Context: an optimization exercise on an open-source flow, tuned for small area and a short achievable clock period. The choices shown serve that exercise and are no tape-out recipe.
No functional check of the RTL was part of any run shown here.

--- flow/design.v ---
module fa (input logic a, b, c, output logic s, co);
  assign s = a ^ b ^ c;
  assign co = (a & b) | (a & c) | (b & c);
endmodule
module ha (input logic a, b, output logic s, co);
  assign s = a ^ b;
  assign co = a & b;
endmodule
module multiplier (input logic [15:0] x, y, output logic [15:0] p);
  logic b1_1;
  logic b2_2;
  logic bn_3;
  logic pp4;
  logic pp5;
  logic pp6;
  logic pp7;
  logic pp8;
  logic pp9;
  logic pp10;
  logic pp11;
  logic pp12;
  logic pp13;
  logic pp14;
  logic pp15;
  logic pp16;
  logic pp17;
  logic pp18;
  logic pp19;
  logic pp20;
  logic pp21;
  logic b1_22;
  logic b2_23;
  logic bn_24;
  logic pp25;
  logic pp26;
  logic pp27;
  logic pp28;
  logic pp29;
  logic pp30;
  logic pp31;
  logic pp32;
  logic pp33;
  logic pp34;
  logic pp35;
  logic pp36;
  logic pp37;
  logic pp38;
  logic pp39;
  logic pp40;
  logic pp41;
  logic pp42;
  logic b1_43;
  logic b2_44;
  logic bn_45;
  logic pp46;
  logic pp47;
  logic pp48;
  logic pp49;
  logic pp50;
  logic pp51;
  logic pp52;
  logic pp53;
  logic pp54;
  logic pp55;
  logic pp56;
  logic pp57;
  logic pp58;
  logic pp59;
  logic pp60;
  logic pp61;
  logic pp62;
  logic pp63;
  logic b1_64;
  logic b2_65;
  logic bn_66;
  logic pp67;
  logic pp68;
  logic pp69;
  logic pp70;
  logic pp71;
  logic pp72;
  logic pp73;
  logic pp74;
  logic pp75;
  logic pp76;
  logic pp77;
  logic pp78;
  logic pp79;
  logic pp80;
  logic pp81;
  logic pp82;
  logic pp83;
  logic pp84;
  logic b1_85;
  logic b2_86;
  logic bn_87;
  logic pp88;
  logic pp89;
  logic pp90;
  logic pp91;
  logic pp92;
  logic pp93;
  logic pp94;
  logic pp95;
  logic pp96;
  logic pp97;
  logic pp98;
  logic pp99;
  logic pp100;
  logic pp101;
  logic pp102;
  logic pp103;
  logic pp104;
  logic pp105;
  logic b1_106;
  logic b2_107;
  logic bn_108;
  logic pp109;
  logic pp110;
  logic pp111;
  logic pp112;
  logic pp113;
  logic pp114;
  logic pp115;
  logic pp116;
  logic pp117;
  logic pp118;
  logic pp119;
  logic pp120;
  logic pp121;
  logic pp122;
  logic pp123;
  logic pp124;
  logic pp125;
  logic pp126;
  logic b1_127;
  logic b2_128;
  logic bn_129;
  logic pp130;
  logic pp131;
  logic pp132;
  logic pp133;
  logic pp134;
  logic pp135;
  logic pp136;
  logic pp137;
  logic pp138;
  logic pp139;
  logic pp140;
  logic pp141;
  logic pp142;
  logic pp143;
  logic pp144;
  logic pp145;
  logic pp146;
  logic pp147;
  logic b1_148;
  logic b2_149;
  logic bn_150;
  logic pp151;
  logic pp152;
  logic pp153;
  logic pp154;
  logic pp155;
  logic pp156;
  logic pp157;
  logic pp158;
  logic pp159;
  logic pp160;
  logic pp161;
  logic pp162;
  logic pp163;
  logic pp164;
  logic pp165;
  logic pp166;
  logic pp167;
  logic pp168;
  logic pp169;
  logic pp170;
  logic pp171;
  logic pp172;
  logic pp173;
  logic pp174;
  logic pp175;
  logic pp176;
  logic pp177;
  logic pp178;
  logic pp179;
  logic pp180;
  logic pp181;
  logic pp182;
  logic pp183;
  logic pp184;
  logic s185;
  logic c186;
  logic s187;
  logic c188;
  logic s189;
  logic c190;
  logic s191;
  logic c192;
  logic s193;
  logic c194;
  logic s195;
  logic c196;
  logic s197;
  logic c198;
  logic s199;
  logic c200;
  logic s201;
  logic c202;
  logic s203;
  logic c204;
  logic s205;
  logic c206;
  logic s207;
  logic c208;
  logic s209;
  logic c210;
  logic s211;
  logic c212;
  logic s213;
  logic c214;
  logic s215;
  logic c216;
  logic s217;
  logic c218;
  logic s219;
  logic c220;
  logic s221;
  logic c222;
  logic s223;
  logic c224;
  logic s225;
  logic c226;
  logic s227;
  logic c228;
  logic s229;
  logic c230;
  logic s231;
  logic c232;
  logic s233;
  logic c234;
  logic s235;
  logic c236;
  logic s237;
  logic c238;
  logic s239;
  logic c240;
  logic s241;
  logic c242;
  logic s243;
  logic c244;
  logic s245;
  logic c246;
  logic s247;
  logic c248;
  logic s249;
  logic c250;
  logic s251;
  logic c252;
  logic s253;
  logic c254;
  logic s255;
  logic c256;
  logic s257;
  logic c258;
  logic s259;
  logic c260;
  logic s261;
  logic c262;
  logic s263;
  logic c264;
  logic s265;
  logic c266;
  logic s267;
  logic c268;
  logic s269;
  logic c270;
  logic s271;
  logic c272;
  logic s273;
  logic c274;
  logic s275;
  logic c276;
  logic s277;
  logic c278;
  logic s279;
  logic c280;
  logic s281;
  logic c282;
  logic s283;
  logic c284;
  logic s285;
  logic c286;
  logic s287;
  logic c288;
  logic s289;
  logic c290;
  logic s291;
  logic c292;
  logic s293;
  logic c294;
  logic s295;
  logic c296;
  logic s297;
  logic c298;
  logic s299;
  logic c300;
  logic s301;
  logic c302;
  logic s303;
  logic c304;
  logic s305;
  logic c306;
  logic s307;
  logic c308;
  logic s309;
  logic c310;
  logic s311;
  logic c312;
  logic s313;
  logic c314;
  logic s315;
  logic c316;
  logic s317;
  logic c318;
  logic s319;
  logic c320;
  logic s321;
  logic c322;
  logic s323;
  logic c324;
  logic s325;
  logic c326;
  logic s327;
  logic c328;
  logic s329;
  logic c330;
  logic s331;
  logic c332;
  logic s333;
  logic c334;
  logic s335;
  logic c336;
  logic s337;
  logic c338;
  logic s339;
  logic c340;
  logic s341;
  logic c342;
  logic s343;
  logic c344;
  logic s345;
  logic c346;
  logic s347;
  logic c348;
  logic s349;
  logic c350;
  logic s351;
  logic c352;
  logic s353;
  logic c354;
  logic s355;
  logic c356;
  logic s357;
  logic c358;
  logic s359;
  logic c360;
  logic s361;
  logic c362;
  logic s363;
  logic c364;
  logic s365;
  logic c366;
  logic s367;
  logic c368;
  logic s369;
  logic c370;
  logic s371;
  logic c372;
  logic s373;
  logic c374;
  logic s375;
  logic c376;
  logic s377;
  logic c378;
  logic s379;
  logic c380;
  logic s381;
  logic c382;
  logic s383;
  logic c384;
  logic s385;
  logic c386;
  logic s387;
  logic c388;
  logic s389;
  logic c390;
  logic s391;
  logic c392;
  logic s393;
  logic c394;
  logic s395;
  logic c396;
  logic s397;
  logic c398;
  logic s399;
  logic c400;
  logic s401;
  logic c402;
  logic s403;
  logic c404;
  logic s405;
  logic c406;
  logic s407;
  logic c408;
  logic s409;
  logic c410;
  logic s411;
  logic c412;
  logic s413;
  logic c414;
  logic s415;
  logic c416;
  logic s417;
  logic c418;
  logic s419;
  logic c420;
  logic s421;
  logic c422;
  logic s423;
  logic c424;
  logic s425;
  logic c426;
  logic s427;
  logic c428;
  logic s429;
  logic c430;
  logic s431;
  logic c432;
  logic s433;
  logic c434;
  logic s435;
  logic c436;
  logic s437;
  logic c438;
  logic s439;
  logic c440;
  logic s441;
  logic c442;
  logic s443;
  logic c444;
  logic s445;
  logic c446;
  logic s447;
  logic c448;
  logic s449;
  logic c450;
  logic s451;
  logic c452;
  assign b1_1 = y[0] ^ 1'b0;
  assign b2_2 = (y[1] & ~y[0] & ~1'b0) | (~y[1] & y[0] & 1'b0);
  assign bn_3 = y[1];
  assign pp4 = ((b1_1 & x[0]) | (b2_2 & 1'b0)) ^ bn_3;
  assign pp5 = ((b1_1 & x[1]) | (b2_2 & x[0])) ^ bn_3;
  assign pp6 = ((b1_1 & x[2]) | (b2_2 & x[1])) ^ bn_3;
  assign pp7 = ((b1_1 & x[3]) | (b2_2 & x[2])) ^ bn_3;
  assign pp8 = ((b1_1 & x[4]) | (b2_2 & x[3])) ^ bn_3;
  assign pp9 = ((b1_1 & x[5]) | (b2_2 & x[4])) ^ bn_3;
  assign pp10 = ((b1_1 & x[6]) | (b2_2 & x[5])) ^ bn_3;
  assign pp11 = ((b1_1 & x[7]) | (b2_2 & x[6])) ^ bn_3;
  assign pp12 = ((b1_1 & x[8]) | (b2_2 & x[7])) ^ bn_3;
  assign pp13 = ((b1_1 & x[9]) | (b2_2 & x[8])) ^ bn_3;
  assign pp14 = ((b1_1 & x[10]) | (b2_2 & x[9])) ^ bn_3;
  assign pp15 = ((b1_1 & x[11]) | (b2_2 & x[10])) ^ bn_3;
  assign pp16 = ((b1_1 & x[12]) | (b2_2 & x[11])) ^ bn_3;
  assign pp17 = ((b1_1 & x[13]) | (b2_2 & x[12])) ^ bn_3;
  assign pp18 = ((b1_1 & x[14]) | (b2_2 & x[13])) ^ bn_3;
  assign pp19 = ((b1_1 & x[15]) | (b2_2 & x[14])) ^ bn_3;
  assign pp20 = ((b1_1 & 1'b0) | (b2_2 & x[15])) ^ bn_3;
  assign pp21 = ~bn_3;
  assign b1_22 = y[2] ^ y[1];
  assign b2_23 = (y[3] & ~y[2] & ~y[1]) | (~y[3] & y[2] & y[1]);
  assign bn_24 = y[3];
  assign pp25 = ((b1_22 & x[0]) | (b2_23 & 1'b0)) ^ bn_24;
  assign pp26 = ((b1_22 & x[1]) | (b2_23 & x[0])) ^ bn_24;
  assign pp27 = ((b1_22 & x[2]) | (b2_23 & x[1])) ^ bn_24;
  assign pp28 = ((b1_22 & x[3]) | (b2_23 & x[2])) ^ bn_24;
  assign pp29 = ((b1_22 & x[4]) | (b2_23 & x[3])) ^ bn_24;
  assign pp30 = ((b1_22 & x[5]) | (b2_23 & x[4])) ^ bn_24;
  assign pp31 = ((b1_22 & x[6]) | (b2_23 & x[5])) ^ bn_24;
  assign pp32 = ((b1_22 & x[7]) | (b2_23 & x[6])) ^ bn_24;
  assign pp33 = ((b1_22 & x[8]) | (b2_23 & x[7])) ^ bn_24;
  assign pp34 = ((b1_22 & x[9]) | (b2_23 & x[8])) ^ bn_24;
  assign pp35 = ((b1_22 & x[10]) | (b2_23 & x[9])) ^ bn_24;
  assign pp36 = ((b1_22 & x[11]) | (b2_23 & x[10])) ^ bn_24;
  assign pp37 = ((b1_22 & x[12]) | (b2_23 & x[11])) ^ bn_24;
  assign pp38 = ((b1_22 & x[13]) | (b2_23 & x[12])) ^ bn_24;
  assign pp39 = ((b1_22 & x[14]) | (b2_23 & x[13])) ^ bn_24;
  assign pp40 = ((b1_22 & x[15]) | (b2_23 & x[14])) ^ bn_24;
  assign pp41 = ((b1_22 & 1'b0) | (b2_23 & x[15])) ^ bn_24;
  assign pp42 = ~bn_24;
  assign b1_43 = y[4] ^ y[3];
  assign b2_44 = (y[5] & ~y[4] & ~y[3]) | (~y[5] & y[4] & y[3]);
  assign bn_45 = y[5];
  assign pp46 = ((b1_43 & x[0]) | (b2_44 & 1'b0)) ^ bn_45;
  assign pp47 = ((b1_43 & x[1]) | (b2_44 & x[0])) ^ bn_45;
  assign pp48 = ((b1_43 & x[2]) | (b2_44 & x[1])) ^ bn_45;
  assign pp49 = ((b1_43 & x[3]) | (b2_44 & x[2])) ^ bn_45;
  assign pp50 = ((b1_43 & x[4]) | (b2_44 & x[3])) ^ bn_45;
  assign pp51 = ((b1_43 & x[5]) | (b2_44 & x[4])) ^ bn_45;
  assign pp52 = ((b1_43 & x[6]) | (b2_44 & x[5])) ^ bn_45;
  assign pp53 = ((b1_43 & x[7]) | (b2_44 & x[6])) ^ bn_45;
  assign pp54 = ((b1_43 & x[8]) | (b2_44 & x[7])) ^ bn_45;
  assign pp55 = ((b1_43 & x[9]) | (b2_44 & x[8])) ^ bn_45;
  assign pp56 = ((b1_43 & x[10]) | (b2_44 & x[9])) ^ bn_45;
  assign pp57 = ((b1_43 & x[11]) | (b2_44 & x[10])) ^ bn_45;
  assign pp58 = ((b1_43 & x[12]) | (b2_44 & x[11])) ^ bn_45;
  assign pp59 = ((b1_43 & x[13]) | (b2_44 & x[12])) ^ bn_45;
  assign pp60 = ((b1_43 & x[14]) | (b2_44 & x[13])) ^ bn_45;
  assign pp61 = ((b1_43 & x[15]) | (b2_44 & x[14])) ^ bn_45;
  assign pp62 = ((b1_43 & 1'b0) | (b2_44 & x[15])) ^ bn_45;
  assign pp63 = ~bn_45;
  assign b1_64 = y[6] ^ y[5];
  assign b2_65 = (y[7] & ~y[6] & ~y[5]) | (~y[7] & y[6] & y[5]);
  assign bn_66 = y[7];
  assign pp67 = ((b1_64 & x[0]) | (b2_65 & 1'b0)) ^ bn_66;
  assign pp68 = ((b1_64 & x[1]) | (b2_65 & x[0])) ^ bn_66;
  assign pp69 = ((b1_64 & x[2]) | (b2_65 & x[1])) ^ bn_66;
  assign pp70 = ((b1_64 & x[3]) | (b2_65 & x[2])) ^ bn_66;
  assign pp71 = ((b1_64 & x[4]) | (b2_65 & x[3])) ^ bn_66;
  assign pp72 = ((b1_64 & x[5]) | (b2_65 & x[4])) ^ bn_66;
  assign pp73 = ((b1_64 & x[6]) | (b2_65 & x[5])) ^ bn_66;
  assign pp74 = ((b1_64 & x[7]) | (b2_65 & x[6])) ^ bn_66;
  assign pp75 = ((b1_64 & x[8]) | (b2_65 & x[7])) ^ bn_66;
  assign pp76 = ((b1_64 & x[9]) | (b2_65 & x[8])) ^ bn_66;
  assign pp77 = ((b1_64 & x[10]) | (b2_65 & x[9])) ^ bn_66;
  assign pp78 = ((b1_64 & x[11]) | (b2_65 & x[10])) ^ bn_66;
  assign pp79 = ((b1_64 & x[12]) | (b2_65 & x[11])) ^ bn_66;
  assign pp80 = ((b1_64 & x[13]) | (b2_65 & x[12])) ^ bn_66;
  assign pp81 = ((b1_64 & x[14]) | (b2_65 & x[13])) ^ bn_66;
  assign pp82 = ((b1_64 & x[15]) | (b2_65 & x[14])) ^ bn_66;
  assign pp83 = ((b1_64 & 1'b0) | (b2_65 & x[15])) ^ bn_66;
  assign pp84 = ~bn_66;
  assign b1_85 = y[8] ^ y[7];
  assign b2_86 = (y[9] & ~y[8] & ~y[7]) | (~y[9] & y[8] & y[7]);
  assign bn_87 = y[9];
  assign pp88 = ((b1_85 & x[0]) | (b2_86 & 1'b0)) ^ bn_87;
  assign pp89 = ((b1_85 & x[1]) | (b2_86 & x[0])) ^ bn_87;
  assign pp90 = ((b1_85 & x[2]) | (b2_86 & x[1])) ^ bn_87;
  assign pp91 = ((b1_85 & x[3]) | (b2_86 & x[2])) ^ bn_87;
  assign pp92 = ((b1_85 & x[4]) | (b2_86 & x[3])) ^ bn_87;
  assign pp93 = ((b1_85 & x[5]) | (b2_86 & x[4])) ^ bn_87;
  assign pp94 = ((b1_85 & x[6]) | (b2_86 & x[5])) ^ bn_87;
  assign pp95 = ((b1_85 & x[7]) | (b2_86 & x[6])) ^ bn_87;
  assign pp96 = ((b1_85 & x[8]) | (b2_86 & x[7])) ^ bn_87;
  assign pp97 = ((b1_85 & x[9]) | (b2_86 & x[8])) ^ bn_87;
  assign pp98 = ((b1_85 & x[10]) | (b2_86 & x[9])) ^ bn_87;
  assign pp99 = ((b1_85 & x[11]) | (b2_86 & x[10])) ^ bn_87;
  assign pp100 = ((b1_85 & x[12]) | (b2_86 & x[11])) ^ bn_87;
  assign pp101 = ((b1_85 & x[13]) | (b2_86 & x[12])) ^ bn_87;
  assign pp102 = ((b1_85 & x[14]) | (b2_86 & x[13])) ^ bn_87;
  assign pp103 = ((b1_85 & x[15]) | (b2_86 & x[14])) ^ bn_87;
  assign pp104 = ((b1_85 & 1'b0) | (b2_86 & x[15])) ^ bn_87;
  assign pp105 = ~bn_87;
  assign b1_106 = y[10] ^ y[9];
  assign b2_107 = (y[11] & ~y[10] & ~y[9]) | (~y[11] & y[10] & y[9]);
  assign bn_108 = y[11];
  assign pp109 = ((b1_106 & x[0]) | (b2_107 & 1'b0)) ^ bn_108;
  assign pp110 = ((b1_106 & x[1]) | (b2_107 & x[0])) ^ bn_108;
  assign pp111 = ((b1_106 & x[2]) | (b2_107 & x[1])) ^ bn_108;
  assign pp112 = ((b1_106 & x[3]) | (b2_107 & x[2])) ^ bn_108;
  assign pp113 = ((b1_106 & x[4]) | (b2_107 & x[3])) ^ bn_108;
  assign pp114 = ((b1_106 & x[5]) | (b2_107 & x[4])) ^ bn_108;
  assign pp115 = ((b1_106 & x[6]) | (b2_107 & x[5])) ^ bn_108;
  assign pp116 = ((b1_106 & x[7]) | (b2_107 & x[6])) ^ bn_108;
  assign pp117 = ((b1_106 & x[8]) | (b2_107 & x[7])) ^ bn_108;
  assign pp118 = ((b1_106 & x[9]) | (b2_107 & x[8])) ^ bn_108;
  assign pp119 = ((b1_106 & x[10]) | (b2_107 & x[9])) ^ bn_108;
  assign pp120 = ((b1_106 & x[11]) | (b2_107 & x[10])) ^ bn_108;
  assign pp121 = ((b1_106 & x[12]) | (b2_107 & x[11])) ^ bn_108;
  assign pp122 = ((b1_106 & x[13]) | (b2_107 & x[12])) ^ bn_108;
  assign pp123 = ((b1_106 & x[14]) | (b2_107 & x[13])) ^ bn_108;
  assign pp124 = ((b1_106 & x[15]) | (b2_107 & x[14])) ^ bn_108;
  assign pp125 = ((b1_106 & 1'b0) | (b2_107 & x[15])) ^ bn_108;
  assign pp126 = ~bn_108;
  assign b1_127 = y[12] ^ y[11];
  assign b2_128 = (y[13] & ~y[12] & ~y[11]) | (~y[13] & y[12] & y[11]);
  assign bn_129 = y[13];
  assign pp130 = ((b1_127 & x[0]) | (b2_128 & 1'b0)) ^ bn_129;
  assign pp131 = ((b1_127 & x[1]) | (b2_128 & x[0])) ^ bn_129;
  assign pp132 = ((b1_127 & x[2]) | (b2_128 & x[1])) ^ bn_129;
  assign pp133 = ((b1_127 & x[3]) | (b2_128 & x[2])) ^ bn_129;
  assign pp134 = ((b1_127 & x[4]) | (b2_128 & x[3])) ^ bn_129;
  assign pp135 = ((b1_127 & x[5]) | (b2_128 & x[4])) ^ bn_129;
  assign pp136 = ((b1_127 & x[6]) | (b2_128 & x[5])) ^ bn_129;
  assign pp137 = ((b1_127 & x[7]) | (b2_128 & x[6])) ^ bn_129;
  assign pp138 = ((b1_127 & x[8]) | (b2_128 & x[7])) ^ bn_129;
  assign pp139 = ((b1_127 & x[9]) | (b2_128 & x[8])) ^ bn_129;
  assign pp140 = ((b1_127 & x[10]) | (b2_128 & x[9])) ^ bn_129;
  assign pp141 = ((b1_127 & x[11]) | (b2_128 & x[10])) ^ bn_129;
  assign pp142 = ((b1_127 & x[12]) | (b2_128 & x[11])) ^ bn_129;
  assign pp143 = ((b1_127 & x[13]) | (b2_128 & x[12])) ^ bn_129;
  assign pp144 = ((b1_127 & x[14]) | (b2_128 & x[13])) ^ bn_129;
  assign pp145 = ((b1_127 & x[15]) | (b2_128 & x[14])) ^ bn_129;
  assign pp146 = ((b1_127 & 1'b0) | (b2_128 & x[15])) ^ bn_129;
  assign pp147 = ~bn_129;
  assign b1_148 = y[14] ^ y[13];
  assign b2_149 = (y[15] & ~y[14] & ~y[13]) | (~y[15] & y[14] & y[13]);
  assign bn_150 = y[15];
  assign pp151 = ((b1_148 & x[0]) | (b2_149 & 1'b0)) ^ bn_150;
  assign pp152 = ((b1_148 & x[1]) | (b2_149 & x[0])) ^ bn_150;
  assign pp153 = ((b1_148 & x[2]) | (b2_149 & x[1])) ^ bn_150;
  assign pp154 = ((b1_148 & x[3]) | (b2_149 & x[2])) ^ bn_150;
  assign pp155 = ((b1_148 & x[4]) | (b2_149 & x[3])) ^ bn_150;
  assign pp156 = ((b1_148 & x[5]) | (b2_149 & x[4])) ^ bn_150;
  assign pp157 = ((b1_148 & x[6]) | (b2_149 & x[5])) ^ bn_150;
  assign pp158 = ((b1_148 & x[7]) | (b2_149 & x[6])) ^ bn_150;
  assign pp159 = ((b1_148 & x[8]) | (b2_149 & x[7])) ^ bn_150;
  assign pp160 = ((b1_148 & x[9]) | (b2_149 & x[8])) ^ bn_150;
  assign pp161 = ((b1_148 & x[10]) | (b2_149 & x[9])) ^ bn_150;
  assign pp162 = ((b1_148 & x[11]) | (b2_149 & x[10])) ^ bn_150;
  assign pp163 = ((b1_148 & x[12]) | (b2_149 & x[11])) ^ bn_150;
  assign pp164 = ((b1_148 & x[13]) | (b2_149 & x[12])) ^ bn_150;
  assign pp165 = ((b1_148 & x[14]) | (b2_149 & x[13])) ^ bn_150;
  assign pp166 = ((b1_148 & x[15]) | (b2_149 & x[14])) ^ bn_150;
  assign pp167 = ((b1_148 & 1'b0) | (b2_149 & x[15])) ^ bn_150;
  assign pp168 = ~bn_150;
  assign pp169 = x[0] & y[15];
  assign pp170 = x[1] & y[15];
  assign pp171 = x[2] & y[15];
  assign pp172 = x[3] & y[15];
  assign pp173 = x[4] & y[15];
  assign pp174 = x[5] & y[15];
  assign pp175 = x[6] & y[15];
  assign pp176 = x[7] & y[15];
  assign pp177 = x[8] & y[15];
  assign pp178 = x[9] & y[15];
  assign pp179 = x[10] & y[15];
  assign pp180 = x[11] & y[15];
  assign pp181 = x[12] & y[15];
  assign pp182 = x[13] & y[15];
  assign pp183 = x[14] & y[15];
  assign pp184 = x[15] & y[15];
  ha us185 (.a(1'b1), .b(pp170), .s(s185), .co(c186));
  ha us187 (.a(1'b1), .b(pp171), .s(s187), .co(c188));
  ha us189 (.a(bn_108), .b(pp109), .s(s189), .co(c190));
  ha us191 (.a(pp110), .b(pp15), .s(s191), .co(c192));
  fa us193 (.a(bn_129), .b(pp111), .c(pp130), .s(s193), .co(c194));
  ha us195 (.a(pp16), .b(pp35), .s(s195), .co(c196));
  fa us197 (.a(pp112), .b(pp131), .c(pp17), .s(s197), .co(c198));
  ha us199 (.a(pp36), .b(pp55), .s(s199), .co(c200));
  fa us201 (.a(bn_150), .b(pp113), .c(pp132), .s(s201), .co(c202));
  fa us203 (.a(pp151), .b(pp18), .c(pp37), .s(s203), .co(c204));
  ha us205 (.a(pp56), .b(pp75), .s(s205), .co(c206));
  fa us207 (.a(pp114), .b(pp133), .c(pp152), .s(s207), .co(c208));
  fa us209 (.a(pp19), .b(pp38), .c(pp57), .s(s209), .co(c210));
  ha us211 (.a(pp76), .b(pp95), .s(s211), .co(c212));
  fa us213 (.a(pp169), .b(pp115), .c(pp134), .s(s213), .co(c214));
  fa us215 (.a(pp153), .b(pp20), .c(pp39), .s(s215), .co(c216));
  fa us217 (.a(pp58), .b(pp77), .c(pp96), .s(s217), .co(c218));
  fa us219 (.a(pp21), .b(s185), .c(pp116), .s(s219), .co(c220));
  fa us221 (.a(pp135), .b(pp154), .c(pp40), .s(s221), .co(c222));
  fa us223 (.a(pp59), .b(pp78), .c(pp97), .s(s223), .co(c224));
  fa us225 (.a(c186), .b(s187), .c(pp117), .s(s225), .co(c226));
  fa us227 (.a(pp136), .b(pp155), .c(pp41), .s(s227), .co(c228));
  fa us229 (.a(pp60), .b(pp79), .c(pp98), .s(s229), .co(c230));
  fa us231 (.a(pp172), .b(pp42), .c(c188), .s(s231), .co(c232));
  fa us233 (.a(pp118), .b(pp137), .c(pp156), .s(s233), .co(c234));
  fa us235 (.a(pp61), .b(pp80), .c(pp99), .s(s235), .co(c236));
  fa us237 (.a(1'b1), .b(pp173), .c(pp100), .s(s237), .co(c238));
  fa us239 (.a(pp119), .b(pp138), .c(pp157), .s(s239), .co(c240));
  ha us241 (.a(pp62), .b(pp81), .s(s241), .co(c242));
  fa us243 (.a(pp174), .b(pp63), .c(pp101), .s(s243), .co(c244));
  fa us245 (.a(pp120), .b(pp139), .c(pp158), .s(s245), .co(c246));
  fa us247 (.a(1'b1), .b(pp175), .c(pp102), .s(s247), .co(c248));
  ha us249 (.a(pp121), .b(pp140), .s(s249), .co(c250));
  fa us251 (.a(pp176), .b(pp84), .c(pp103), .s(s251), .co(c252));
  ha us253 (.a(1'b1), .b(pp177), .s(s253), .co(c254));
  ha us255 (.a(bn_66), .b(pp10), .s(s255), .co(c256));
  ha us257 (.a(pp11), .b(pp30), .s(s257), .co(c258));
  fa us259 (.a(bn_87), .b(pp12), .c(pp31), .s(s259), .co(c260));
  ha us261 (.a(pp50), .b(pp69), .s(s261), .co(c262));
  fa us263 (.a(pp13), .b(pp32), .c(pp51), .s(s263), .co(c264));
  ha us265 (.a(pp70), .b(pp89), .s(s265), .co(c266));
  fa us267 (.a(pp14), .b(pp33), .c(pp52), .s(s267), .co(c268));
  fa us269 (.a(pp71), .b(pp90), .c(s189), .s(s269), .co(c270));
  fa us271 (.a(pp34), .b(pp53), .c(pp72), .s(s271), .co(c272));
  fa us273 (.a(pp91), .b(c190), .c(s191), .s(s273), .co(c274));
  fa us275 (.a(pp54), .b(pp73), .c(pp92), .s(s275), .co(c276));
  fa us277 (.a(c192), .b(s195), .c(s193), .s(s277), .co(c278));
  fa us279 (.a(pp74), .b(pp93), .c(c196), .s(s279), .co(c280));
  fa us281 (.a(s199), .b(c194), .c(s197), .s(s281), .co(c282));
  fa us283 (.a(pp94), .b(c200), .c(s205), .s(s283), .co(c284));
  fa us285 (.a(c198), .b(s201), .c(s203), .s(s285), .co(c286));
  fa us287 (.a(c206), .b(s211), .c(c202), .s(s287), .co(c288));
  fa us289 (.a(c204), .b(s207), .c(s209), .s(s289), .co(c290));
  fa us291 (.a(c212), .b(c208), .c(c210), .s(s291), .co(c292));
  fa us293 (.a(s213), .b(s215), .c(s217), .s(s293), .co(c294));
  fa us295 (.a(c214), .b(c216), .c(c218), .s(s295), .co(c296));
  fa us297 (.a(s219), .b(s221), .c(s223), .s(s297), .co(c298));
  fa us299 (.a(c220), .b(c222), .c(c224), .s(s299), .co(c300));
  fa us301 (.a(s225), .b(s227), .c(s229), .s(s301), .co(c302));
  fa us303 (.a(s231), .b(c226), .c(c228), .s(s303), .co(c304));
  fa us305 (.a(c230), .b(s233), .c(s235), .s(s305), .co(c306));
  fa us307 (.a(c232), .b(s241), .c(c234), .s(s307), .co(c308));
  fa us309 (.a(c236), .b(s237), .c(s239), .s(s309), .co(c310));
  fa us311 (.a(pp82), .b(c242), .c(c238), .s(s311), .co(c312));
  fa us313 (.a(c240), .b(s243), .c(s245), .s(s313), .co(c314));
  fa us315 (.a(pp159), .b(pp83), .c(s249), .s(s315), .co(c316));
  fa us317 (.a(c244), .b(c246), .c(s247), .s(s317), .co(c318));
  fa us319 (.a(pp122), .b(pp141), .c(pp160), .s(s319), .co(c320));
  fa us321 (.a(c250), .b(c248), .c(s251), .s(s321), .co(c322));
  fa us323 (.a(s253), .b(pp104), .c(pp123), .s(s323), .co(c324));
  fa us325 (.a(pp142), .b(pp161), .c(c252), .s(s325), .co(c326));
  fa us327 (.a(pp178), .b(pp105), .c(c254), .s(s327), .co(c328));
  fa us329 (.a(pp124), .b(pp143), .c(pp162), .s(s329), .co(c330));
  fa us331 (.a(1'b1), .b(pp179), .c(pp125), .s(s331), .co(c332));
  ha us333 (.a(pp144), .b(pp163), .s(s333), .co(c334));
  fa us335 (.a(pp180), .b(pp126), .c(pp145), .s(s335), .co(c336));
  ha us337 (.a(1'b1), .b(pp181), .s(s337), .co(c338));
  ha us339 (.a(bn_45), .b(pp27), .s(s339), .co(c340));
  ha us341 (.a(pp28), .b(pp47), .s(s341), .co(c342));
  fa us343 (.a(pp29), .b(pp48), .c(pp67), .s(s343), .co(c344));
  fa us345 (.a(pp49), .b(pp68), .c(c256), .s(s345), .co(c346));
  fa us347 (.a(pp88), .b(c258), .c(s261), .s(s347), .co(c348));
  fa us349 (.a(c262), .b(s265), .c(c260), .s(s349), .co(c350));
  fa us351 (.a(c266), .b(c264), .c(s267), .s(s351), .co(c352));
  fa us353 (.a(c268), .b(s271), .c(c270), .s(s353), .co(c354));
  fa us355 (.a(c272), .b(s275), .c(c274), .s(s355), .co(c356));
  fa us357 (.a(c276), .b(s279), .c(c278), .s(s357), .co(c358));
  fa us359 (.a(c280), .b(s283), .c(c282), .s(s359), .co(c360));
  fa us361 (.a(c284), .b(c286), .c(s287), .s(s361), .co(c362));
  fa us363 (.a(c288), .b(c290), .c(s291), .s(s363), .co(c364));
  fa us365 (.a(c292), .b(c294), .c(s295), .s(s365), .co(c366));
  fa us367 (.a(c296), .b(c298), .c(s299), .s(s367), .co(c368));
  fa us369 (.a(c300), .b(c302), .c(s303), .s(s369), .co(c370));
  fa us371 (.a(c304), .b(c306), .c(s307), .s(s371), .co(c372));
  fa us373 (.a(c308), .b(c310), .c(s311), .s(s373), .co(c374));
  fa us375 (.a(s315), .b(c312), .c(c314), .s(s375), .co(c376));
  fa us377 (.a(s319), .b(c316), .c(c318), .s(s377), .co(c378));
  fa us379 (.a(c320), .b(s323), .c(c322), .s(s379), .co(c380));
  fa us381 (.a(s327), .b(c324), .c(s329), .s(s381), .co(c382));
  fa us383 (.a(c328), .b(s333), .c(c330), .s(s383), .co(c384));
  fa us385 (.a(pp164), .b(c334), .c(c332), .s(s385), .co(c386));
  fa us387 (.a(s337), .b(pp146), .c(pp165), .s(s387), .co(c388));
  fa us389 (.a(pp182), .b(pp147), .c(c338), .s(s389), .co(c390));
  ha us391 (.a(1'b1), .b(pp183), .s(s391), .co(c392));
  ha us393 (.a(bn_24), .b(pp25), .s(s393), .co(c394));
  ha us395 (.a(pp26), .b(pp7), .s(s395), .co(c396));
  fa us397 (.a(pp46), .b(pp8), .c(s339), .s(s397), .co(c398));
  fa us399 (.a(pp9), .b(c340), .c(s341), .s(s399), .co(c400));
  fa us401 (.a(c342), .b(s255), .c(s343), .s(s401), .co(c402));
  fa us403 (.a(s257), .b(c344), .c(s345), .s(s403), .co(c404));
  fa us405 (.a(s259), .b(c346), .c(s347), .s(s405), .co(c406));
  fa us407 (.a(s263), .b(c348), .c(s349), .s(s407), .co(c408));
  fa us409 (.a(s269), .b(c350), .c(s351), .s(s409), .co(c410));
  fa us411 (.a(s273), .b(c352), .c(s353), .s(s411), .co(c412));
  fa us413 (.a(s277), .b(c354), .c(s355), .s(s413), .co(c414));
  fa us415 (.a(s281), .b(c356), .c(s357), .s(s415), .co(c416));
  fa us417 (.a(s285), .b(c358), .c(s359), .s(s417), .co(c418));
  fa us419 (.a(s289), .b(c360), .c(s361), .s(s419), .co(c420));
  fa us421 (.a(s293), .b(c362), .c(s363), .s(s421), .co(c422));
  fa us423 (.a(s297), .b(c364), .c(s365), .s(s423), .co(c424));
  fa us425 (.a(s301), .b(c366), .c(s367), .s(s425), .co(c426));
  fa us427 (.a(s305), .b(c368), .c(s369), .s(s427), .co(c428));
  fa us429 (.a(s309), .b(c370), .c(s371), .s(s429), .co(c430));
  fa us431 (.a(s313), .b(c372), .c(s373), .s(s431), .co(c432));
  fa us433 (.a(s317), .b(c374), .c(s375), .s(s433), .co(c434));
  fa us435 (.a(s321), .b(c376), .c(s377), .s(s435), .co(c436));
  fa us437 (.a(s325), .b(c378), .c(s379), .s(s437), .co(c438));
  fa us439 (.a(c326), .b(s381), .c(c380), .s(s439), .co(c440));
  fa us441 (.a(s331), .b(c382), .c(s383), .s(s441), .co(c442));
  fa us443 (.a(s335), .b(c384), .c(s385), .s(s443), .co(c444));
  fa us445 (.a(c336), .b(s387), .c(c386), .s(s445), .co(c446));
  fa us447 (.a(pp166), .b(s389), .c(c388), .s(s447), .co(c448));
  fa us449 (.a(s391), .b(pp167), .c(c390), .s(s449), .co(c450));
  fa us451 (.a(pp184), .b(pp168), .c(c392), .s(s451), .co(c452));
  logic [31:0] ra, rb, sum;
  assign ra = {s451, s449, s447, s445, c442, s441, c438, c436, c434, c432, c430, c428, c426, c424, c422, c420, c418, c416, c414, c412, c410, c408, c406, c404, c402, c400, c398, c396, c394, pp6, pp5, bn_3};
  assign rb = {c450, c448, c446, c444, s443, c440, s439, s437, s435, s433, s431, s429, s427, s425, s423, s421, s419, s417, s415, s413, s411, s409, s407, s405, s403, s401, s399, s397, s395, s393, 1'b0, pp4};
  assign sum = ra + rb;
  assign p = sum[30:15];
endmodule
module divider (input logic [15:0] N,D,IA0,IA1,IA2,IA3,
                input logic clk, reset, kSave, nSave, dSave, kNextSel,
                input logic [1:0] muxSelB,
                output logic [15:0] quotient, remainder);
  logic [15:0] n, d, k, ia, left, right, p;
  logic [31:0] prod;
  always_comb begin
    case (D[14:13])
      2'd0: ia = IA0;
      2'd1: ia = IA1;
      2'd2: ia = IA2;
      default: ia = IA3;
    endcase
    left = kNextSel ? ia : k;
    case (muxSelB)
      2'd0: right = N;
      2'd1: right = D;
      2'd2: right = n;
      default: right = d;
    endcase
  end
  multiplier mult(.x(left), .y(right), .p(p));
  always_ff @(posedge clk) begin
    if (reset) begin
      n <= '0; quotient <= '0; d <= '0; k <= '0;
    end else begin
      if (nSave) begin n <= p; quotient <= n; end
      if (dSave) d <= p;
      if (kSave) k <= ~p;
    end
  end
  assign remainder = 16'b0;
endmodule
--- flow/flow/run.sh ---
#!/bin/bash
# Own layout flow: the standard flow (standard.sh) with two changes:
#  - the full-adder and half-adder modules (fa, ha) are kept as their own modules through
#    synthesis, so each becomes one sky130 fa/ha cell, and the netlist is flattened at the end
#    as the standard synthesis does;
#  - port buffers are buf_2 cells instead of the default delay-buffer cell.
set -euo pipefail
W=$PWD
export SYNTH_KEEP_MODULES="fa ha"
export BUFFER_PORTS_ARGS="-buffer_cell sky130_fd_sc_hd__buf_2"
bash "$W/standard.sh" > "$W/standard_flow.log" 2>&1
--- flow/standard.sh ---
#!/bin/bash
# synth_recipe.tcl (not shown) runs the flow's synth.tcl, then flattens the netlist and writes it again
# the make line also repeats each setting of config.mk as NAME=value (left out here)
make -C /OpenROAD-flow-scripts/flow DESIGN_CONFIG=/design/flow/config.mk WORK_HOME=/design/flow/orfs CLKGATE_MAP_FILE= SYNTH_SCRIPT=/design/flow/synth_recipe.tcl "${@:-finish}"
--- flow/config.mk ---
export PLATFORM = sky130hd
export DESIGN_NAME = divider
export DESIGN_NICKNAME = divider
export VERILOG_FILES = /design/flow/design.v
export SDC_FILE = /design/flow/constraint.sdc
export NUM_CORES = 4
export LEC_CHECK = 0
export CAP_MARGIN = 20
export CORE_MARGIN = 2
export CORE_UTILIZATION = 40
export SLEW_MARGIN = 20
--- flow/constraint.sdc ---
create_clock -name core_clock -period 18.0 [get_ports {clk}]
set_input_delay 3.6000 -clock core_clock [delete_from_list [all_inputs] [get_ports {clk}]]
set_output_delay 3.6000 -clock core_clock [all_outputs]
set_load 0.01 [all_outputs]
==> out/metrics.csv, run 1 <==
stage;metric;value;unit
worst_setup_path;Crit Path Class;in -> reg;
drt;WL final;33600;um
cts;worst skew pair latency;340;ps
final_layout;antenna cells;0;
synth;Synth Warn #;1;
cts;post-CTS setup buffers;0;
placed_design;placed instance area;11000;um^2
grt;largest net degree at the start of global routing;72;
grt;first-pass GRT wire length;51900;um
worst_setup_path;Largest delay share family, worst path;adder cells;
worst_setup_path;Critical Path Most Common Cell;fa_1;
final_layout;layout cell share with drive strength beyond 1;18.1;%
synth;top cells by count, synth;fa_1 (111), xnor2_1 (100), a22oi_1 (92);
die;core footprint;25200;um^2
cts;clock slew at reported path FFs;60;ps
drt;antenna-violating nets left;0;
synth;#FFs+latches synth;64;
synth;Synth top area share;21.6;%
drt;DRC errors left;0;
worst_setup_path;Reg2Reg Depth;19;
min_path;worst hold start;d[1]$_SDFFE_PP0P_;
die;I/O pins;136;
synth;synthesized instance count;1109;
worst_setup_path;reg-to-reg setup timing slack;10900;ps
synth;Yosys top cell by area;fa_1;
worst_setup_path;Worst Path Required;18180;ps
cts;Clock Tree Root;clkbuf_16;
synth;Async SR Flop Fraction;0;%
drt;routed wire length per instance;22.4;um
placed_design;Final GP Congestion;0.928;
placed_design;HPWL Detailed;25500;um
die;Die H;164;um
final_layout;Area Overhead vs Synth;10.5;%
timing;Max-slew headroom;22.6;%
worst_setup_path;RR Endpoint;d[8]$_SDFFE_PP0P_;
synth;leading post-synthesis cells by cell area;fa_1 (22%), dfxtp_1 (12%), xnor2_1 (8.5%), a22oi_1 (6.7%), mux4_2 (6.1%);
flow_run;maxcap violations;0;
timing;clk_skew;7.77;ps
final_layout;Final nets;1428;
timing;Final Hold Fails;0;
synth;average size of a mapped cell;9.27;um^2
timing;final setup TNS;0;ps
worst_setup_path;critical path cell sequence;buf_2 -> mux4_2 -> inv_1 -> or3_1 -> o21ai_1 -> a22oi_1 -> xnor2_1 -> fa_1 -> fa_1 -> fa_1 -> fa_1 -> ha_1 -> a21oi_1 -> nand2_1 -> a21oi_1 -> o32a_1 -> nand2_1 -> a311oi_1 -> xor2_1 -> o22ai_1;
min_path;Worst Hold End;d[1]$_SDFFE_PP0P_;
timing;part of the cycle the worst path needs;58.7;%
cts;Sink Count;64;
final_layout;Final Cell Area;11400;um^2
synth;Mapped Area;10300;um^2
grt;initial antenna violation count;1;
worst_setup_path;Buf+Inv Stages, Crit Path;2;
grt;vias in the first global route;8643;
cts;H-tree levels;3;
timing;Slew Limit Fails;0;
die;initial core utilization;40.8;%
timing;final hold slack;466;ps
die;die area;27000;um^2
synth;Post-synth EDFFs;0;
run_status;outcome;complete, no violations;
timing;Final min period;10570;ps
worst_setup_path;CP startpoint kind;primary input;
grt;total gr overflow;0;
cts;post-CTS resize count;0;
cts;CTS max path bufs;2;
worst_setup_path;Worst path max stage delay;850;ps
drt;vias;9135;
die;row cnt;58;
drt;initial DRC count;714;
die;die span in x;164;um
synth;Post-synth top flop;dfxtp_1;
drt;first-pass iteration count of the detailed router;5;
cts;CTS tree;done;
synth;register area share after synthesis;12.5;%
synth;Unique masters post-synth;59;
min_path;worst hold path depth;2;
worst_setup_path;worst-path fanout max;24;
worst_setup_path;Worst EP arrival;10760;ps
worst_setup_path;slowest library cell on the worst path;mux4_2;
cts;cts bufs inserted;9;
placed_design;IO buf count;119;
cts;count of hold-fix buffers inserted at cts;0;
timing;Finish-stage setup viols;0;
timing;Max Clk Rate;0.0946;GHz
min_path;Hold WC Path Type;reg -> reg;
worst_setup_path;CP Capture Type;register;
synth;cell with the most instances after synthesis;fa_1;
drt;via/cell ratio;6.10;
grt;overall routing resource usage;25.2;%
worst_setup_path;reg-to-reg startpoint;n[7]$_SDFFE_PP0P_;
timing;worst-margin pin slew;1150;ps
timing;RSZ-0062 raised after global routing;no;
-- flip-flops by register name (all words and copies together) (netlist names) --
name      cells
quotient     16
k            16
d            16
n            16
-- cell type report --
class,count,area (um^2)
sequential,64,1280
clock inverter,6,92.6
clock buffer,10,239
inverter,13,48.8
timing repair buffer,132,693
multi-input combinational,943,8600
tap,330,413
fill,2438,13800
-- kinds of logic after synthesis --
logic type,Yosys count,synth area share [%]
AOI/OAI and AO/OA,340,22.0
and+or+nand+nor,218,10.9
adders and majority gates,161,27.7
buffers and inverters,124,5.26
xor gates and xnor gates,115,9.79
muxes,85,11.9
DFF,64,12.5
other,2,0.0730
-- stage by stage --
step	util, %	setup WS [ps]	instances
finish	45.1	7430	1498
CTS	45.1	7490	1498
global placement	43.7	6850	1482
detailed placement	43.8	7170	1482
floorplan	-	8430	1131
global route	45.1	6980	1498
-- how the worst max path moves through the flow --
stage,start,to,slack [ps],cells after the start
2_1_floorplan,muxSelB[0],d[12]$_SDFFE_PP0P_,8430,22
3_3_place_gp,muxSelB[0],n[8]$_SDFFE_PP0P_,6850,18
3_5_place_dp,muxSelB[0],n[8]$_SDFFE_PP0P_,7170,18
4_1_cts,muxSelB[0],n[8]$_SDFFE_PP0P_,7490,18
5_1_grt,muxSelB[0],n[8]$_SDFFE_PP0P_,6980,20
6_report,muxSelB[0],d[8]$_SDFFE_PP0P_,7430,20
-- Yosys stat by module, one instance, submodules excluded --
module / times used / flip-flops and latches / cells inside / cell area [um^2]
ha: 22 / 0 / 1 / 12.5
fa: 111 / 0 / 1 / 20.0
divider: 1 / 64 / 976 / 7790
-- routing by layer --
layer | wire, um | share of wire [%] | global-route usage, %
met3 | 2640 | 7.9 | 4.70
met4 | 630 | 1.9 | 5.78
met1 | 15200 | 45 | 36.8
met5 | 0 | 0 | 0
met2 | 15100 | 45 | 38.5
-- worst min-delay path: cells and delay by family, from the launching register on --
family             cells  cell delay, ps
DFF                    1             300
and+or+nand+nor        1              60
AOI/OAI and AO/OA      1              50
-- layout by cell type, fill, tap and decap left out, types with 4 or more instances in the layout --
cell       instances
a211oi_1           6
xnor2_1          100
dfxtp_1           64
mux4_2            28
a311oi_1           4
o22ai_1           45
mux2_2            17
a31oi_1           10
a21o_1            23
nand4b_1           6
nor2_1            69
o21ai_0           42
clkbuf_16          9
o221ai_1          13
xor2_1            12
a22oi_1           92
o211ai_1           5
fa_1             111
a21oi_1           64
or3_1              7
nand3_1           14
inv_1             12
mux2i_1           39
buf_4             13
o21ai_1            4
buf_2            119
nand2b_1          31
o21ai_2            4
and2_1            17
nor3_1             8
ha_1              50
o21a_1            13
conb_1            24
nand2_1           40
==> run 2, diff against run 1 <==
--- a/flow/flow/run.sh
+++ b/flow/flow/run.sh
@@ -9,3 +9,4 @@
 export SYNTH_KEEP_MODULES="fa ha"
 export BUFFER_PORTS_ARGS="-buffer_cell sky130_fd_sc_hd__buf_2"
+export SETUP_SLACK_MARGIN=8
 bash "$W/standard.sh" > "$W/standard_flow.log" 2>&1
==> out/metrics.csv, run 2 <==
stage;metric;value;unit
die;row cnt;58;
synth;Post-synth top flop;dfxtp_1;
worst_setup_path;Worst EP arrival;9890;ps
worst_setup_path;Buf+Inv Stages, Crit Path;3;
drt;routed wire length per instance;24.2;um
die;core footprint;25200;um^2
cts;Sink Count;64;
flow_run;maxcap violations;0;
synth;Async SR Flop Fraction;0;%
drt;DRC errors left;0;
placed_design;Final GP Congestion;0.928;
die;Die H;164;um
grt;overall routing resource usage;27.3;%
synth;#FFs+latches synth;64;
synth;Mapped Area;10300;um^2
drt;initial DRC count;948;
worst_setup_path;crit path from;muxSelB[0];
synth;Synth top area share;21.6;%
timing;Final WS setup;8290;ps
worst_setup_path;reg-to-reg setup timing slack;11520;ps
final_layout;most frequent cells in the layout;buf_2 (116), fa_1 (111), xnor2_1 (99);
synth;Yosys top cell by area;fa_1;
grt;initial antenna violation count;2;
synth;average size of a mapped cell;9.27;um^2
worst_setup_path;Crit Path Class;in -> reg;
worst_setup_path;Worst path max stage delay;550;ps
timing;final setup TNS;0;ps
grt;total gr overflow;0;
worst_setup_path;CP Capture Type;register;
timing;part of the cycle the worst path needs;53.9;%
grt;vias in the first global route;8861;
die;die span in x;164;um
drt;antenna-violating nets left;0;
drt;first-pass iteration count of the detailed router;6;
worst_setup_path;Largest delay share family, worst path;adder cells;
worst_setup_path;worst-path fanout max;36;
timing;clk_skew;6.52;ps
timing;RSZ-0062 raised after global routing;no;
cts;clock slew at reported path FFs;60;ps
timing;Slew Limit Fails;0;
cts;cts bufs inserted;9;
worst_setup_path;Crit path depth;22;
timing;Max Clk Rate;0.103;GHz
cts;worst skew pair latency;340;ps
worst_setup_path;slowest library cell on the worst path;fa_1;
final_layout;Area Overhead vs Synth;13.6;%
synth;Synth Warn #;1;
grt;first-pass GRT wire length;55100;um
synth;leading post-synthesis cells by cell area;fa_1 (22%), dfxtp_1 (12%), xnor2_1 (8.5%), a22oi_1 (6.7%), mux4_2 (6.1%);
worst_setup_path;Reg2Reg Depth;20;
worst_setup_path;CP startpoint kind;primary input;
final_layout;layout cell share with drive strength beyond 1;19.3;%
drt;via/cell ratio;6.22;
final_layout;Final nets;1445;
synth;register area share after synthesis;12.5;%
drt;WL final;36700;um
grt;largest net degree at the start of global routing;72;
die;initial core utilization;40.8;%
synth;top cells by count, synth;fa_1 (111), xnor2_1 (100), a22oi_1 (92);
die;I/O pins;136;
cts;CTS tree;done;
worst_setup_path;critical path cell sequence;buf_6 -> mux2_2 -> mux2i_4 -> buf_4 -> nand2_1 -> o22ai_1 -> o21ai_0 -> o221ai_1 -> fa_1 -> fa_1 -> fa_1 -> fa_1 -> ha_1 -> a21oi_1 -> nand2_1 -> a21oi_1 -> o32a_1 -> nand2_1 -> a311oi_1 -> xor2_1 -> buf_4 -> o22ai_1;
run_status;outcome;complete, no violations;
cts;Clock Tree Root;clkbuf_16;
timing;Final Hold Fails;0;
cts;CTS max path bufs;2;
synth;synthesized instance count;1109;
drt;vias;9432;
worst_setup_path;Worst Path Required;18180;ps
synth;cell with the most instances after synthesis;fa_1;
worst_setup_path;Critical Path Most Common Cell;fa_1;
worst_setup_path;Worst Setup EP;n[8]$_SDFFE_PP0P_;
timing;Finish-stage setup viols;0;
worst_setup_path;reg-to-reg startpoint;n[7]$_SDFFE_PP0P_;
synth;Post-synth EDFFs;0;
placed_design;dpl ws;7170;ps
timing;worst-margin pin slew;795;ps
placed_design;HPWL Detailed;25500;um
cts;count of hold-fix buffers inserted at cts;0;
die;die area;27000;um^2
synth;Unique masters post-synth;59;
min_path;Hold WC Path Type;reg -> reg;
final_layout;final core occ;46.4;%
final_layout;commonest non-fill, non-tap cell in the layout;buf_2;
worst_setup_path;RR Endpoint;n[8]$_SDFFE_PP0P_;
timing;Final min period;9710;ps
timing;Max-slew headroom;47.0;%
cts;H-tree levels;3;
placed_design;IO buf count;119;
## run 2: cell count changes in the layout (fill, tap and decap cells not counted), moves of 3 or more
cell / before / now
mux4_1: 0 / 5
buf_2: 119 / 116
buf_4: 13 / 25
xor2_4: 0 / 3
## run 2: how the worst min path moves through the flow
stage,startpoint,slack (ps),end,depth (start not counted)
floorplan,d[1]$_SDFFE_PP0P_,440,d[1]$_SDFFE_PP0P_,2
finish,d[1]$_SDFFE_PP0P_,470,d[1]$_SDFFE_PP0P_,2
global placement,d[2]$_SDFFE_PP0P_,460,d[2]$_SDFFE_PP0P_,2
global route,d[2]$_SDFFE_PP0P_,490,d[2]$_SDFFE_PP0P_,2
detailed placement,d[1]$_SDFFE_PP0P_,460,d[1]$_SDFFE_PP0P_,2
CTS,d[1]$_SDFFE_PP0P_,480,d[1]$_SDFFE_PP0P_,2
## run 2: per-layer routing
metal	routed length [um]	global-route usage, %	vias up
met5	56	1.52	-
met4	879	6.82	2
met3	3750	6.72	70
met2	16300	41.3	507
met1	15700	39.0	4667
li1	-	-	4186
## run 2: worst reg2reg max path: cells and delay by family (launching register included)
| family | cells | cell delay [ps] |
|---|---|---|
| AND/OR/NAND/NOR | 3 | 680 |
| buffers and inverters | 2 | 330 |
| adder cells (fa/ha/maj) | 5 | 2220 |
| AO/OA/AOI/OAI | 7 | 1590 |
| multiplexers | 1 | 570 |
| flip-flops | 1 | 500 |
| XOR/XNOR | 2 | 430 |
## run 2: cells by family after synthesis
| family | Yosys count | synth area share [%] |
|---|---|---|
| flip-flops | 64 | 12.5 |
| buffers and inverters | 124 | 5.26 |
| XOR/XNOR | 115 | 9.79 |
| other | 2 | 0.0730 |
| multiplexers | 85 | 11.9 |
| AO/OA/AOI/OAI | 340 | 22.0 |
| adder cells (fa/ha/maj) | 161 | 27.7 |
| AND/OR/NAND/NOR | 218 | 10.9 |
## run 2: layout make-up
type                       instances  area (um^2)
clock buffer                      10          239
timing repair buffer             144          795
tap                              330          413
multi-input combinational        948         8810
inverter                          13         48.8
fill                            2417        13500
clock inverter                     6         92.6
sequential                        64         1280
antenna                            1         2.50
## run 2: what timing repair did
action | in CTS | in global routing
pin swaps | 0 | 1
buffers inserted | 4 | 8
cloned | 5 | 0
resized for setup | 6 | 11
endpoints found under the setup margin | 41 | 39
## run 2: Yosys stat by module, one instance, submodules excluded
module,cells inside,times used,flip-flops and latches
divider,976,1,64
fa,1,111,0
ha,1,22,0
## run 2: metrics by stage
stage	area [um^2]	cells	hold slack (ps)
6_report	11700	1516	465
5_1_grt	11700	1516	495
4_1_cts	11500	1507	475
3_3_place_gp	11000	1482	458
2_1_floorplan	10400	1131	442
3_5_place_dp	11000	1482	464
==> run 3, diff against run 2 <==
--- a/flow/flow/run.sh
+++ b/flow/flow/run.sh
@@ -9,4 +9,4 @@
 export SYNTH_KEEP_MODULES="fa ha"
 export BUFFER_PORTS_ARGS="-buffer_cell sky130_fd_sc_hd__buf_2"
-export SETUP_SLACK_MARGIN=8
+export SETUP_SLACK_MARGIN=9
 bash "$W/standard.sh" > "$W/standard_flow.log" 2>&1
==> out/metrics.csv, run 3 <==
stage;metric;value;unit
synth;Mapped Area;10300;um^2
worst_setup_path;Worst path max stage delay;630;ps
synth;Synth Warn #;1;
worst_setup_path;crit path from;muxSelB[0];
synth;leading post-synthesis cells by cell area;fa_1 (22%), dfxtp_1 (12%), xnor2_1 (8.5%), a22oi_1 (6.7%), mux4_2 (6.1%);
timing;Final Hold Fails;0;
synth;synthesized instance count;1109;
placed_design;HPWL Detailed;24800;um
final_layout;Final nets;1507;
die;die span in x;164;um
timing;Max Clk Rate;0.110;GHz
grt;vias in the first global route;9385;
worst_setup_path;reg-to-reg startpoint;d[11]$_SDFFE_PP0P_;
timing;Finish-stage setup viols;0;
min_path;worst hold path depth;2;
timing;part of the cycle the worst path needs;50.5;%
worst_setup_path;Reg2Reg Depth;20;
cts;Clock Tree Root;clkbuf_16;
synth;Unique masters post-synth;59;
worst_setup_path;CP Capture Type;register;
synth;Post-synth EDFFs;0;
synth;Yosys top cell by area;fa_1;
synth;Async SR Flop Fraction;0;%
worst_setup_path;Crit Path Class;in -> reg;
cts;cts bufs inserted;9;
placed_design;Final GP Congestion;0.893;
die;row cnt;58;
cts;CTS tree;done;
worst_setup_path;Worst Path Required;18180;ps
worst_setup_path;CP startpoint kind;primary input;
timing;worst-margin pin slew;904;ps
timing;Final min period;9090;ps
drt;first-pass iteration count of the detailed router;5;
drt;routed wire length per instance;24.3;um
run_status;outcome;complete, no violations;
cts;count of hold-fix buffers inserted at cts;0;
timing;clk_skew;3.99;ps
drt;antenna-violating nets left;0;
synth;register area share after synthesis;12.5;%
grt;total gr overflow;0;
cts;worst skew pair latency;330;ps
grt;largest net degree at the start of global routing;72;
grt;overall routing resource usage;28.4;%
worst_setup_path;reg-to-reg setup timing slack;11920;ps
drt;WL final;38300;um
placed_design;IO buf count;119;
die;initial core utilization;40.8;%
cts;H-tree levels;3;
die;I/O pins;136;
synth;cell with the most instances after synthesis;fa_1;
timing;final setup TNS;0;ps
final_layout;Filler Cell Count;2247;
flow_run;maxcap violations;0;
drt;via/cell ratio;6.29;
worst_setup_path;RR Endpoint;d[7]$_SDFFE_PP0P_;
worst_setup_path;Buf+Inv Stages, Crit Path;3;
timing;Max-slew headroom;39.8;%
synth;#FFs+latches synth;64;
die;core footprint;25200;um^2
timing;final hold slack;475;ps
cts;CTS max path bufs;2;
drt;DRC errors left;0;
grt;first-pass GRT wire length;57900;um
cts;Sink Count;64;
min_path;Hold WC Path Type;reg -> reg;
final_layout;most frequent cells in the layout;buf_2 (114), xnor2_1 (96), fa_1 (90);
drt;vias;9912;
final_layout;Area Overhead vs Synth;26.1;%
grt;initial antenna violation count;1;
die;die area;27000;um^2
worst_setup_path;worst-path fanout max;7;
worst_setup_path;Crit path depth;21;
drt;initial DRC count;964;
final_layout;commonest non-fill, non-tap cell in the layout;buf_2;
synth;average size of a mapped cell;9.27;um^2
synth;Post-synth top flop;dfxtp_1;
cts;clock slew at reported path FFs;60;ps
timing;Slew Limit Fails;0;
final_layout;layout cell share with drive strength beyond 1;29.7;%
worst_setup_path;critical path cell sequence;buf_16 -> mux4_2 -> buf_12 -> or3_4 -> o21ai_4 -> a22oi_2 -> xnor2_2 -> fa_2 -> fa_2 -> fa_1 -> fa_1 -> ha_4 -> a21oi_2 -> nand2_1 -> a21oi_2 -> o32a_1 -> buf_4 -> nand3b_4 -> a21oi_1 -> xor2_2 -> o22ai_1;
die;Die H;164;um
synth;Synth top area share;21.6;%
worst_setup_path;Worst EP arrival;9270;ps
final_layout;antenna cells;0;
synth;top cells by count, synth;fa_1 (111), xnor2_1 (100), a22oi_1 (92);
timing;RSZ-0062 raised after global routing;yes;
worst_setup_path;Largest delay share family, worst path;adder cells;
worst_setup_path;slowest library cell on the worst path;mux4_2;
worst_setup_path;Worst Setup EP;d[7]$_SDFFE_PP0P_;
==> run 3: cell counts after synthesis <==
Identical to the previous run, type by type.
==> run 3: layout make-up <==
class | instances | area [um^2] | share of cell area (%)
Inverter | 13 | 48.8 | 0.376
Clock buffer | 9 | 225 | 1.74
Clock inverter | 7 | 71.3 | 0.550
Sequential cell | 64 | 1280 | 9.88
Multi-Input combinational cell | 951 | 9460 | 73.0
Tap cell | 330 | 413 | 3.18
Timing Repair Buffer | 203 | 1470 | 11.3
==> run 3: per-module statistics from Yosys (local to each module, per instance) <==
module | cells | flip-flops and latches | cell area [um^2]
divider | 976 | 64 | 7790
fa | 1 | 0 | 20.0
ha | 1 | 0 | 12.5
==> run 3: worst register-to-register path, stage by stage (launching register included) <==
cell and delay, ps:
dfxtp_1 400, mux4_2 600, buf_4 190, xor2_2 160, buf_4 200, a22oi_1 280
xnor2_1 210, fa_2 490, fa_2 380, fa_1 500, fa_1 580, ha_4 240
a21oi_2 160, nand2_1 80, a21oi_2 160, o32a_1 330, buf_4 180, nand3b_4 120
a21oi_1 250, xor2_2 290, o22ai_1 140
==> run 3: repair_timing <==
item	4_1_cts	5_1_grt
endpoints found under the setup margin	48	42
setup buffers	56	15
resized for setup	61	63
pin swaps	23	39
gates cloned	9	2
==> run 3: metal layers <==
layer  vias to the layer above  part of all wire, %  GRT usage (%)
met5                         -                    0              0
met4                         0                  2.6           7.22
met3                        82                   11           5.83
met2                       601                   46           44.2
met1                      4902                   41           40.2
li1                       4327                    -              -
==> run 3: through the flow <==
step	setup WS (ps)	utilization, %	instances	area [um^2]
after global placement	6950	44.2	1479	11100
after CTS	9000	49.6	1560	12500
after detailed placement	7050	44.2	1479	11100
after floorplan	8930	-	1131	10600
final	8910	51.5	1577	13000
after global routing	8770	51.5	1577	13000
==> run 3: logic make-up (layout without fill, tap and decap cells) <==
kind of cell	count (synthesis)	after routing	share of synthesized area, %
multiplexers	85	92	11.9
AO/OA/AOI/OAI	340	341	22.0
AND/OR/NAND/NOR	218	218	10.9
adder cells (fa/ha/maj)	161	161	27.7
other	2	24	0.0730
XOR/XNOR	115	115	9.79
flip-flops	64	64	12.5
buffers and inverters	124	232	5.26
==> run 3: how the worst min path moves through the flow <==
stage	from	to	slack [ps]
2_1_floorplan	d[1]$_SDFFE_PP0P_	d[1]$_SDFFE_PP0P_	440
3_3_place_gp	d[1]$_SDFFE_PP0P_	d[1]$_SDFFE_PP0P_	460
3_5_place_dp	d[1]$_SDFFE_PP0P_	d[1]$_SDFFE_PP0P_	470
4_1_cts	d[1]$_SDFFE_PP0P_	d[1]$_SDFFE_PP0P_	480
5_1_grt	d[1]$_SDFFE_PP0P_	d[1]$_SDFFE_PP0P_	490
6_report	d[1]$_SDFFE_PP0P_	d[1]$_SDFFE_PP0P_	480

==> static timing again, ports no longer ideal <==
No port has a modelled driver above. Below, the same layouts with a new extraction and two added sets of constraints. Step 1 assumes that a clkbuf_16 drives the clock port and a buf_2 every other input. Step 2 times the ports against the registers' clock, not the clock port: input delays grow and output delays shrink by t, the midpoint of the rising clock arrivals with the driver on. Slacks: ideal ports / drivers / drivers and shift; pairs: ideal ports / drivers.
run | t (ns) | setup WS [ns] | worst setup path at the end | worst slew at a driven data input, ns | cell pins on the clock port's net
run 1 | 0.368 | 7.427 / 7.436 / 7.068 | input to register | 0.09 | 1
run 2 | 0.366 | 8.294 / 8.289 / 7.923 | input to register | 0.09 | 1
run 3 | 0.368 | 8.911 / 8.734 / 8.366 | input to register | 0.22 | 1
After both steps every run listed still meets setup and hold. The setup slack of run 3, which loses most, moves by -0.177 ns with the drivers and by -0.545 ns with both steps.
